This is an optimization exercise on Yosys and OpenROAD, whose aim is small area and a short achievable clock period, not a production implementation. At most, simulation tests tie the RTL to the original design; equivalence was not proved. Power is estimated from default activity; no workload was simulated.

run P:
==> flow/design.v (excerpt) <==
module fir_filter (clk, reset, x, y);
  input clk, reset;
  input signed [31:0] x;
  output signed [31:0] y;
  reg [31:0] h0, h1, h2, h3, h4, h5, h6, h7;
  reg [31:0] r0;
  reg [31:0] r1;
  reg [31:0] q0;
  reg [31:0] q1;
  reg [31:0] y_reg;
  wire rs1, rc2;
  fir_fa u_rs1 (.a(h3[0]), .b(~h2[0]), .c(~h4[0]), .s(rs1), .co(rc2));
  wire rs3 = ~(~h6[0] ^ rs1);
  wire rc4 = ~h6[0] | rs1;
  wire rs5, rc6;
  fir_fa u_rs5 (.a(h3[0]), .b(h3[1]), .c(h5[0]), .s(rs5), .co(rc6));
  wire rs7, rc8;
  fir_fa u_rs7 (.a(~h2[1]), .b(~h4[1]), .c(~h6[1]), .s(rs7), .co(rc8));
  wire rs9, rc10;
  fir_fa u_rs9 (.a(rc2), .b(rs5), .c(rs7), .s(rs9), .co(rc10));
  wire rs11, rc12;
  fir_fa u_rs11 (.a(h3[1]), .b(h3[2]), .c(h5[1]), .s(rs11), .co(rc12));
  wire rs13, rc14;
  fir_fa u_rs13 (.a(h7[0]), .b(~h2[0]), .c(~h2[2]), .s(rs13), .co(rc14));
  wire rs15 = ~(~h4[2] ^ ~h6[2]);
  wire rc16 = ~h4[2] | ~h6[2];
  wire rs17, rc18;
  fir_fa u_rs17 (.a(rs15), .b(rc6), .c(rc8), .s(rs17), .co(rc18));
  wire rs19, rc20;
  fir_fa u_rs19 (.a(rs11), .b(rs13), .c(rc10), .s(rs19), .co(rc20));
  wire rs21, rc22;
  fir_fa u_rs21 (.a(h3[2]), .b(h3[3]), .c(h4[0]), .s(rs21), .co(rc22));
  wire rs23 = ~(h5[2] ^ h7[1]);
  wire rc24 = h5[2] | h7[1];
  wire rs25, rc26;
  fir_fa u_rs25 (.a(~h2[1]), .b(~h2[3]), .c(~h4[3]), .s(rs25), .co(rc26));
  wire rs27, rc28;
  fir_fa u_rs27 (.a(~h6[3]), .b(rs23), .c(rc16), .s(rs27), .co(rc28));
  wire rs29, rc30;
  fir_fa u_rs29 (.a(rc12), .b(rc14), .c(rs21), .s(rs29), .co(rc30));
  wire rs31, rc32;
  ...
Size in the first run: ~66 I/O pins, ~20,000 µm² of cells after synthesis.
clock: 8.0 ns
lec_check: 0
abc_clock_period_in_ps: 2500
cap_margin: 20
core_margin: 2
core_utilization: 40
cts_buf_list: sky130_fd_sc_hd__clkbuf_4 sky130_fd_sc_hd__clkbuf_8
cts_cluster_diameter: 50
cts_cluster_size: 16
setup_slack_margin: 5.0
slew_margin: 20
synth_hierarchical: 1
synth_minimum_keep_size: 0
run.sh (not shown) runs the stock make flow with config.mk's settings and CLKGATE_MAP_FILE= SYNTH_SCRIPT=/design/flow/synth_recipe.tcl, a recipe that flattens the netlist after the stock synthesis.
Input changes introduced in run K (baseline for comparison: run P):
--- a/flow/design.v
+++ b/flow/design.v
@@ -874,18 +874,18 @@
   wire y_dG50 = y_d_g[26] | (y_d_p[26] & y_dG36);
   wire y_dG51 = y_d_g[28] | (y_d_p[28] & y_dG30);
   wire y_dG52 = y_d_g[30] | (y_d_p[30] & y_dG37);
   wire [31:0] y_d = {y_d_p[31] ^ y_dG52, y_d_p[30] ^ y_dG37, y_d_p[29] ^ y_dG51, y_d_p[28] ^ y_dG30, y_d_p[27] ^ y_dG50, y_d_p[26] ^ y_dG36, y_d_p[25] ^ y_dG49, y_d_p[24] ^ y_dG27, y_d_p[23] ^ y_dG48, y_d_p[22] ^ y_dG35, y_d_p[21] ^ y_dG47, y_d_p[20] ^ y_dG29, y_d_p[19] ^ y_dG46, y_d_p[18] ^ y_dG34, y_d_p[17] ^ y_dG45, y_d_p[16] ^ y_dG26, y_d_p[15] ^ y_dG44, y_d_p[14] ^ y_dG33, y_d_p[13] ^ y_dG43, y_d_p[12] ^ y_dG28, y_d_p[11] ^ y_dG42, y_d_p[10] ^ y_dG32, y_d_p[9] ^ y_dG41, y_d_p[8] ^ y_dG23, y_d_p[7] ^ y_dG40, y_d_p[6] ^ y_dG31, y_d_p[5] ^ y_dG39, y_d_p[4] ^ y_dG16, y_d_p[3] ^ y_dG38, y_d_p[2] ^ y_dG1, y_d_p[1] ^ y_d_g[0], y_d_p[0]};
   always @(posedge clk or posedge reset) begin
     if (reset) begin
       h0 <= 32'd0; h1 <= 32'd0; h2 <= 32'd0; h3 <= 32'd0; h4 <= 32'd0; h5 <= 32'd0; h6 <= 32'd0; h7 <= 32'd0;
-      r0 <= 32'h00000012;
-      r1 <= 32'hfffffff4;
-      q0 <= 32'h00000014;
-      q1 <= 32'hfffffff0;
+      r0 <= 32'h00000006;
+      r1 <= 32'h00000000;
+      q0 <= 32'h00000004;
+      q1 <= 32'h00000000;
       y_reg <= 32'd0;
     end else begin
       h0 <= x; h1 <= h0; h2 <= h1; h3 <= h2; h4 <= h3; h5 <= h4; h6 <= h5; h7 <= h6;
       r0 <= r0_d;
       r1 <= r1_d;
       q0 <= q0_d;
       q1 <= q1_d;
Critical path endpoint = y_reg[25]$_DFF_PP0_: run P; critical path endpoint = y_reg[21]$_DFF_PP0_: run K
Sequential share of layout area, run P and run K: lower on run K
Compared with run P, in run K worst setup slack decreased by 0.0032 ns relative to the old numbers; per-cell routed wire length lost about 1%; proportion of power drawn by combinational gates increased 0.5 points; non-clock buffer count grew by 4; design area has remained practically unchanged.
Share of post-route cells with drive strength above 1: run K vs run P down 3.4 points
Run K against run P; area of placed instances is down slightly.
As far as synthesized cell count goes, run K and run P are indistinguishable; the numbers are identical.
Run K reports a higher overall power than run P does.
Between run K and run P, it is run K whose ratio of routed vias to standard cells is higher, by about 0.46%.
Comparing wire length after detailed routing for run P and run K, the bigger number came from run P.
Comparing run P and run K, the higher clock-buffer cell count was measured on run P.
Between run P and run K, the global-route usage is higher for run K.
Function not checked in run K: the RTL went through the layout flow alone.

static timing again, ports no longer ideal:
The flow's constraints put no driver on any port. The routed layouts listed below were extracted and timed again, unchanged, in two steps.
Step 1: set_driving_cell puts a clkbuf_16 on clk and a buf_2 on each other input, an assumption about the parent block.
Step 2 also shifts input and output timing later by t, the mid clock arrival at the registers, as if the neighbouring blocks saw the same clock.
Three values: ideal, step 1, step 2; two values: the first two.
run	t (ns)	slack for setup (ns)	hold WS [ns]	worst slew at a driven data input, ns
run P	0.652	5.012 / 5.012 / 4.676	0.352 / 0.352 / 0.352	0.05
run K	0.661	5.009 / 5.009 / 4.673	0.358 / 0.358 / 0.358	0.06
After both steps every run listed still meets setup and hold. The worst setup slack also covers recovery checks on asynchronous resets.
